Context: an optimization exercise on an open-source flow, tuned for small area, a short achievable clock period and few clock cycles per item. The choices shown serve that exercise and are no tape-out recipe.
At most, simulation tests tie the RTL to the original design; equivalence was not proved.
Power is estimated from default activity; no workload was simulated.

pine:
// fp32_mul
module fp32_mul (
    input  wire        clk,
    input  wire        rst,
    input  wire        in_valid,
    input  wire [31:0] op_a,
    input  wire [31:0] op_b,
    output reg         out_valid,
    output reg  [31:0] result
);
  wire [7:0]  ea = op_a[30:23];
  wire [7:0]  eb = op_b[30:23];
  wire [22:0] fb = op_b[22:0];
  wire a_zero = (ea == 8'h00);
  wire b_zero = (eb == 8'h00);
  wire a_emax = (ea == 8'hFF);
  wire b_emax = (eb == 8'hFF);
  wire special = a_zero | b_zero | a_emax | b_emax;
  wire [25:0] bx = {2'b01, fb, 1'b0};
  wire [11:0] one0, two0, neg0;
  genvar gi;
  generate
    for (gi = 0; gi < 12; gi = gi + 1) begin : g_booth
      wire one_r = bx[2*gi+1] ^ bx[2*gi];
      wire two_r = (bx[2*gi+2] & ~bx[2*gi+1] & ~bx[2*gi]) |
                   (~bx[2*gi+2] & bx[2*gi+1] & bx[2*gi]);
      wire neg_r = bx[2*gi+2] & ~(bx[2*gi+1] & bx[2*gi]);
      assign one0[gi] = one_r & ~special;
      if (gi == 11) begin : g_top
        assign two0[gi] = two_r | special;
        assign neg0[gi] = neg_r | special;
  ...
==> flow/config.mk <==
export PLATFORM = sky130hd
export DESIGN_NAME = fp32_mul
export DESIGN_NICKNAME = fp32_mul
export VERILOG_FILES = /design/flow/design.v
export SDC_FILE = /design/flow/constraint.sdc
export NUM_CORES = 4
export LEC_CHECK = 0
export CAP_MARGIN = 20
export CORE_MARGIN = 2
export CORE_UTILIZATION = 60
export CTS_CLUSTER_DIAMETER = 120
export CTS_CLUSTER_SIZE = 25
export PLACE_DENSITY = 0.8
export SLEW_MARGIN = 80
export SYNTH_HIERARCHICAL = 1
==> flow/constraint.sdc <==
create_clock -name core_clock -period 11.0 [get_ports {clk}]
set_input_delay 2.2000 -clock core_clock [delete_from_list [all_inputs] [get_ports {clk}]]
set_output_delay 2.2000 -clock core_clock [all_outputs]
set_load 0.01 [all_outputs]
standard.sh (not shown) runs the stock make flow with config.mk's settings and CLKGATE_MAP_FILE= SYNTH_SCRIPT=/design/flow/synth_recipe.tcl, a recipe that flattens the netlist after the stock synthesis.
==> flow/flow/run.sh <==
#!/bin/bash
# Layout flow: the standard ORFS flow (standard.sh, unchanged synthesis),
# with the port buffers made from a regular buffer cell rather than the
# delay-buffer cell that buffer_ports picks by default.
set -euo pipefail
cd "$(dirname "$0")/.."
bash standard.sh "BUFFER_PORTS_ARGS=-buffer_cell sky130_fd_sc_hd__buf_2" finish > flow_make.log 2>&1
Testbench counts of pine, summed over its fixed seeds: cycles 16,024, items 16,000.
The inputs of oak differ from those of pine as listed below.
--- a/flow/config.mk
+++ b/flow/config.mk
@@ -13,2 +13,2 @@
-export PLACE_DENSITY = 0.8
-export SLEW_MARGIN = 80
+export GPL_ROUTABILITY_DRIVEN = 0
+export SLEW_MARGIN = 70
==> comparison <==
oak did not stop at any stage, and its layout met the timing, DRC and antenna checks.
Compared with pine, oak shows a signed area change from the synthesized netlist to the final layout that is 6.0 points lower.
Compared oak vs pine, and number of clock buffer instances in the layout is down in oak.
Relative to pine, the final cell area reported for oak is lower.

* * *

fp32_mul, a different RTL version from the one above (not shown whole).
Size in the first run: ~100 I/O pins, ~21,000 sq um of cells after synthesis.
==> flow/design.v (excerpt) <==
module fp32_mul (
    input  wire        clk,
    input  wire        rst,
    input  wire        in_valid,
    input  wire [31:0] op_a,
    input  wire [31:0] op_b,
    output reg         out_valid,
    output reg  [31:0] result
);
clock: 11.0 ns
lec_check: 0
cap_margin: 20
core_margin: 2
core_utilization: 40
slew_margin: 20
synth_hierarchical: 1
run.sh (not shown) runs the stock make flow with config.mk's settings and CLKGATE_MAP_FILE= SYNTH_SCRIPT=/design/flow/synth_recipe.tcl, a recipe that flattens the netlist after the stock synthesis.
Stock flow here: none of the scripts above is used.
The baseline completed without violations.
Edit:
- CORE_UTILIZATION: 40 -> 60
- SLEW_MARGIN: 20 -> 70
Effect: Wire length went down by 2.7%. Synthesized area does not change. Final area went down by 0.36%. Synthesized cell count is unchanged. Global-route usage went up by 10 points. Power went up by 1.5%. Non-clock buffer count went up by 11. Flip-flop and latch count does not change. Clock power stays flat.
Edit:
- CORE_UTILIZATION: 60 -> 70
- SLEW_MARGIN: 70 -> 80
The new run produced a clean layout.
Die area decreases by about 14%.
Cell area came out higher by 2.7%.
Count of clock-buffer cells in the layout decreases by 11.
Wire length goes up by about 1.3%.
No functional check of the RTL was part of any run of this note.

* * *

RTL: one of the versions met above, not the one the previous note started from.
Size: about 2200 cells after synthesis, about 22000 um^2 of cells after synthesis.
## fp32_mul
module fp32_mul (
    input  wire        clk,
    input  wire        rst,
    input  wire        in_valid,
    input  wire [31:0] op_a,
    input  wire [31:0] op_b,
    output reg         out_valid,
    output reg  [31:0] result
);
==> flow/config.mk <==
export PLATFORM = sky130hd
export DESIGN_NAME = fp32_mul
export DESIGN_NICKNAME = fp32_mul
export VERILOG_FILES = /design/flow/design.v
export SDC_FILE = /design/flow/constraint.sdc
export NUM_CORES = 4
export LEC_CHECK = 0
export CAP_MARGIN = 20
export CORE_MARGIN = 2
export CORE_UTILIZATION = 60
export CTS_CLUSTER_DIAMETER = 120
export CTS_CLUSTER_SIZE = 25
export SLEW_MARGIN = 70
export SYNTH_HIERARCHICAL = 1
==> flow/constraint.sdc <==
create_clock -name core_clock -period 11.0 [get_ports {clk}]
set_input_delay 2.2000 -clock core_clock [delete_from_list [all_inputs] [get_ports {clk}]]
set_output_delay 2.2000 -clock core_clock [all_outputs]
set_load 0.01 [all_outputs]
standard.sh (not shown) runs the stock make flow with config.mk's settings and CLKGATE_MAP_FILE= SYNTH_SCRIPT=/design/flow/synth_recipe.tcl, a recipe that flattens the netlist after the stock synthesis.
==> flow/flow/run.sh <==
#!/bin/bash
# Layout flow: the standard ORFS flow (standard.sh, unchanged synthesis),
# with two changes to how the layout is made: the port buffers are a regular
# buffer cell (buf_1) rather than the delay-buffer cell that buffer_ports
# picks by default, and the clock tree is built without dummy loads.
set -euo pipefail
cd "$(dirname "$0")/.."
bash standard.sh "BUFFER_PORTS_ARGS=-buffer_cell sky130_fd_sc_hd__buf_1" \
  "CTS_ARGS=-sink_clustering_enable -repair_clock_nets -dont_use_dummy_load -sink_clustering_size 25 -sink_clustering_max_diameter 120" \
  finish > flow_make.log 2>&1
Testbench counts at the start, summed over its fixed seeds: cycles 16,024, items 16,000.
Change:
==> flow/flow/run.sh (replaced) <==
#!/bin/bash
# Layout flow: the standard ORFS flow (standard.sh, unchanged synthesis),
# with the port buffers made from a regular buffer cell rather than the
# delay-buffer cell that buffer_ports picks by default.
set -euo pipefail
cd "$(dirname "$0")/.."
bash standard.sh "BUFFER_PORTS_ARGS=-buffer_cell sky130_fd_sc_hd__buf_2" finish > flow_make.log 2>&1
--- a/flow/config.mk
+++ b/flow/config.mk
@@ -12,2 +12,3 @@
 export CTS_CLUSTER_SIZE = 25
+export PLACE_DENSITY = 0.8
 export SLEW_MARGIN = 70
Outcome:
- setup slack gets better by 0.076 ns
- power rose by 0.56%
- design area rose by about 0.33%
- worst hold slack stays flat
- core utilization rose by 0.21 points
- via count rose by 3.0%
Change:
--- a/flow/config.mk
+++ b/flow/config.mk
@@ -12,3 +12,2 @@
 export CTS_CLUSTER_SIZE = 25
-export PLACE_DENSITY = 0.8
 export SLEW_MARGIN = 70
Outcome: The new run went through all stages and came out clean; power hardly moves; non-clock buffer count rose by 8; clock-buffer cell count fell by 1; final cell count rose by 0.30%; final area stays flat; routed wire length rose by 2.0%; clock skew rose by 0.0077 ns; global-route usage rose by 1.2 points; register-to-register slack is about the same; area after synthesis does not change.

* * *

fp32_mul, a different RTL version from the one above (not shown whole).
Size: roughly 22,000 um2 of cells after synthesis.
clock: 11.0 ns
lec_check: 0
cap_margin: 20
core_margin: 2
core_utilization: 60
cts_cluster_diameter: 120
cts_cluster_size: 25
place_density: 0.8
slew_margin: 70
synth_hierarchical: 1
==> flow/flow/run.sh <==
#!/bin/bash
# Layout flow: the standard ORFS flow (standard.sh, unchanged synthesis),
# with the port buffers made from a regular buffer cell rather than the
# delay-buffer cell that buffer_ports picks by default.
set -euo pipefail
cd "$(dirname "$0")/.."
bash standard.sh "BUFFER_PORTS_ARGS=-buffer_cell sky130_fd_sc_hd__buf_2" finish > flow_make.log 2>&1
Change:
Settings changed: PLACE_DENSITY 0.8 to not set.
What happened:
- The changed run completed without violations
- core utilization came out higher by 0.11 points
- sequential power stays flat
- sequential share of layout area falls by 0.12 points
- via count came out lower by 3.6%
- clock-buffer cell count falls by 2
- power fell by 0.85%
- worst setup slack is better by 13 ps
- non-clock buffer count went up by 9
- synthesized area does not change
No run of this note included a check of the RTL's function; only the layout flow was run.

* * *

fp32_mul, a different RTL version from the one above (not shown whole).
Size in the first run: roughly 100 I/O pins.
export LEC_CHECK = 0
export CAP_MARGIN = 20
export CORE_MARGIN = 2
export CORE_UTILIZATION = 60
export CTS_CLUSTER_DIAMETER = 120
export CTS_CLUSTER_SIZE = 25
export SLEW_MARGIN = 70
export SYNTH_HIERARCHICAL = 1
create_clock -name core_clock -period 11.0 [get_ports {clk}]
==> flow/flow/run.sh <==
#!/bin/bash
# Layout flow: the standard ORFS flow (standard.sh, unchanged synthesis),
# with the port buffers made from a regular buffer cell rather than the
# delay-buffer cell that buffer_ports picks by default, and a clock tree
# built without dummy loads.
set -euo pipefail
cd "$(dirname "$0")/.."
bash standard.sh "BUFFER_PORTS_ARGS=-buffer_cell sky130_fd_sc_hd__buf_1" \
  "CTS_ARGS=-sink_clustering_enable -repair_clock_nets -dont_use_dummy_load -sink_clustering_size 25 -sink_clustering_max_diameter 120" \
  finish > flow_make.log 2>&1
Testbench counts at the start, summed over its fixed seeds: cycles 16,024, items 16,000.
==> next run, changes <==
==> flow/flow/run.sh (replaced) <==
#!/bin/bash
# Layout flow: the standard ORFS flow (standard.sh, unchanged synthesis),
# with the port buffers made from a regular buffer cell rather than the
# delay-buffer cell that buffer_ports picks by default.
set -euo pipefail
cd "$(dirname "$0")/.."
bash standard.sh "BUFFER_PORTS_ARGS=-buffer_cell sky130_fd_sc_hd__buf_2" finish > flow_make.log 2>&1
- CORE_UTILIZATION: 60 -> 65
- SLEW_MARGIN: 70 -> 60
Result: Wire length came out lower by a few percent. Non-clock buffer count came out lower by 8. Synthesized area does not change. Final area came out lower slightly. Critical path depth does not change. Setup slack got worse by 0.031 ns. Total power came out lower by a few percent. Die area came out lower by a little under a tenth.
==> next run, changes <==
==> flow/flow/run.sh (replaced) <==
#!/bin/bash
# Layout flow: the standard ORFS flow (standard.sh, unchanged synthesis)
# with two changes to how the layout is made:
#  - flip-flops that drive many loads get a stronger drive (dfxtp_1 ->
#    dfxtp_4, same cell type) right after synthesis (flow/upsize_ff.tcl);
#  - the port buffers are a regular buffer cell (buf_2) rather than the
#    delay-buffer cell that buffer_ports picks by default.
set -euo pipefail
cd "$(dirname "$0")/.."
PORTS="BUFFER_PORTS_ARGS=-buffer_cell sky130_fd_sc_hd__buf_2"
bash standard.sh "$PORTS" synth > flow_synth.log 2>&1
UPSIZE_DB=orfs/results/sky130hd/fp32_mul/base/1_synth.odb \
  openroad -no_init -exit flow/upsize_ff.tcl > flow_upsize.log 2>&1
bash standard.sh "$PORTS" finish > flow_make.log 2>&1
==> flow/flow/upsize_ff.tcl (new file) <==
# Give flip-flops that drive many loads a stronger drive: dfxtp_1 becomes
# dfxtp_4 (same cell type, larger drive strength) when its output reaches
# more than fanout_min cell inputs, counting through the buffers synthesis
# put on the net (global placement removes those buffers).
set db_file $::env(UPSIZE_DB)
set fanout_min 12
read_db $db_file
set block [ord::get_db_block]
set strong [[ord::get_db] findMaster sky130_fd_sc_hd__dfxtp_4]

proc leaves {net depth} {
  set n 0
  foreach it [$net getITerms] {
    if {[$it isOutputSignal]} { continue }
    set inst [$it getInst]
    set m [[$inst getMaster] getName]
    if {$depth < 8 && [regexp {__(clk)?buf_[0-9]+$} $m]} {
      set o [$inst findITerm X]
      if {$o ne "NULL" && [$o getNet] ne "NULL"} {
        incr n [leaves [$o getNet] [expr {$depth + 1}]]
        continue
      }
    }
    incr n
  }
  return $n
}

set n 0
foreach inst [$block getInsts] {
  if {[[$inst getMaster] getName] ne "sky130_fd_sc_hd__dfxtp_1"} { continue }
  set net [[$inst findITerm Q] getNet]
  if {$net eq "NULL"} { continue }
  set f [leaves $net 0]
  if {$f > $fanout_min} {
    puts "upsize [$inst getName] fanout $f"
    $inst swapMaster $strong
    incr n
  }
}
puts "upsized $n flip-flops"
write_db $db_file
- CORE_UTILIZATION: 65 -> 60
- SLEW_MARGIN: 60 -> 70
Final cell count came out higher by 1.7%. Combinational power came out higher by 3.8%. Worst setup slack gains 0.17 ns. Via count came out lower by 1.7%. Non-clock buffer count came out lower by 17.
==> next run, changes <==
==> flow/flow/run.sh (replaced) <==
#!/bin/bash
# Layout flow: the standard ORFS flow (standard.sh, unchanged synthesis),
# with the port buffers made from a regular buffer cell rather than the
# delay-buffer cell that buffer_ports picks by default.
set -euo pipefail
cd "$(dirname "$0")/.."
bash standard.sh "BUFFER_PORTS_ARGS=-buffer_cell sky130_fd_sc_hd__buf_2" finish > flow_make.log 2>&1
- CTS_CLUSTER_DIAMETER: 120 -> not set
- CTS_CLUSTER_SIZE: 25 -> not set
removed: flow/flow/upsize_ff.tcl
Result:
- total power is higher by about 4.6%
- maximum frequency fell by about 0.43%
- first-iteration DRC count goes down by 7.2%
- global-route usage came out higher by 1.0 points
- cell count came out higher by about 2.3%
==> next run, changes <==
- CTS_CLUSTER_DIAMETER: not set -> 120
- CTS_CLUSTER_SIZE: not set -> 25
Design area is lower by a few percent.
Non-clock buffer count stays the same.
Via count is lower slightly.
Sequential power is about the same.
Worst hold slack hardly moves.
Cell count is lower slightly.
Count of clock-buffer cells in the layout is lower by 29.
Core utilization is lower by 1.9 points.
Wire length is lower slightly.

afterwards: timing with drivers on the ports:
The flow's constraints put no driver on any port. The routed layouts listed below were extracted and timed again, unchanged, in two steps.
Step 1 sets driving cells, clkbuf_16 on the clock port and buf_2 on the other inputs (assumed; they add their load-dependent delay and slew).
Step 2 also shifts input and output timing later by t, the mid clock arrival at the registers, as if the neighbouring blocks saw the same clock.
a / b / c = no drivers / after step 1 / after step 2; a / b = the first two.
| run | t (ns) | setup slack, ns | clock arrival spread, ns | worst register clock-pin slew, ns |
|---|---|---|---|---|
| pine | 0.554 | 7.286 / 7.286 / 7.015 | 0.033 / 0.033 | 0.11 / 0.11 |
| oak | 0.561 | 7.689 / 7.688 / 7.304 | 0.030 / 0.030 | 0.11 / 0.11 |
| the first run of note 2 | 0.645 | 6.594 / 6.594 / 6.439 | 0.050 / 0.049 | 0.07 / 0.07 |
| the second run of note 2 | 0.635 | 7.058 / 7.058 / 6.821 | 0.013 / 0.013 | 0.06 / 0.06 |
| the third run of note 2 | 0.623 | 6.757 / 6.757 / 6.757 | 0.017 / 0.017 | 0.07 / 0.07 |
| the first run of note 3 | 0.552 | 7.608 / 7.608 / 7.094 | 0.075 / 0.075 | 0.11 / 0.11 |
| the second run of note 3 | 0.568 | 7.684 / 7.684 / 7.166 | 0.022 / 0.022 | 0.11 / 0.11 |
| the third run of note 3 | 0.561 | 7.689 / 7.688 / 7.304 | 0.030 / 0.030 | 0.11 / 0.11 |
| the first run of note 4 | 0.556 | 6.937 / 6.937 / 6.937 | 0.017 / 0.016 | 0.10 / 0.10 |
| the second run of note 4 | 0.565 | 6.950 / 6.950 / 6.950 | 0.022 / 0.022 | 0.10 / 0.10 |
| the first run of note 5 | 0.572 | 7.524 / 7.524 / 7.168 | 0.052 / 0.052 | 0.10 / 0.10 |
| the second run of note 5 | 0.581 | 7.492 / 7.492 / 7.363 | 0.023 / 0.023 | 0.10 / 0.10 |
| the third run of note 5 | 0.577 | 7.661 / 7.661 / 7.139 | 0.029 / 0.029 | 0.10 / 0.10 |
| the fourth run of note 5 | 0.611 | 7.647 / 7.647 / 7.230 | 0.017 / 0.017 | 0.06 / 0.06 |
| the fifth run of note 5 | 0.584 | 7.598 / 7.598 / 7.256 | 0.035 / 0.034 | 0.10 / 0.10 |
After both steps every run listed still meets setup and hold. For the third run of note 5, which loses most, drivers alone change the setup slack by 0.000 ns; drivers and shift together by -0.522 ns.
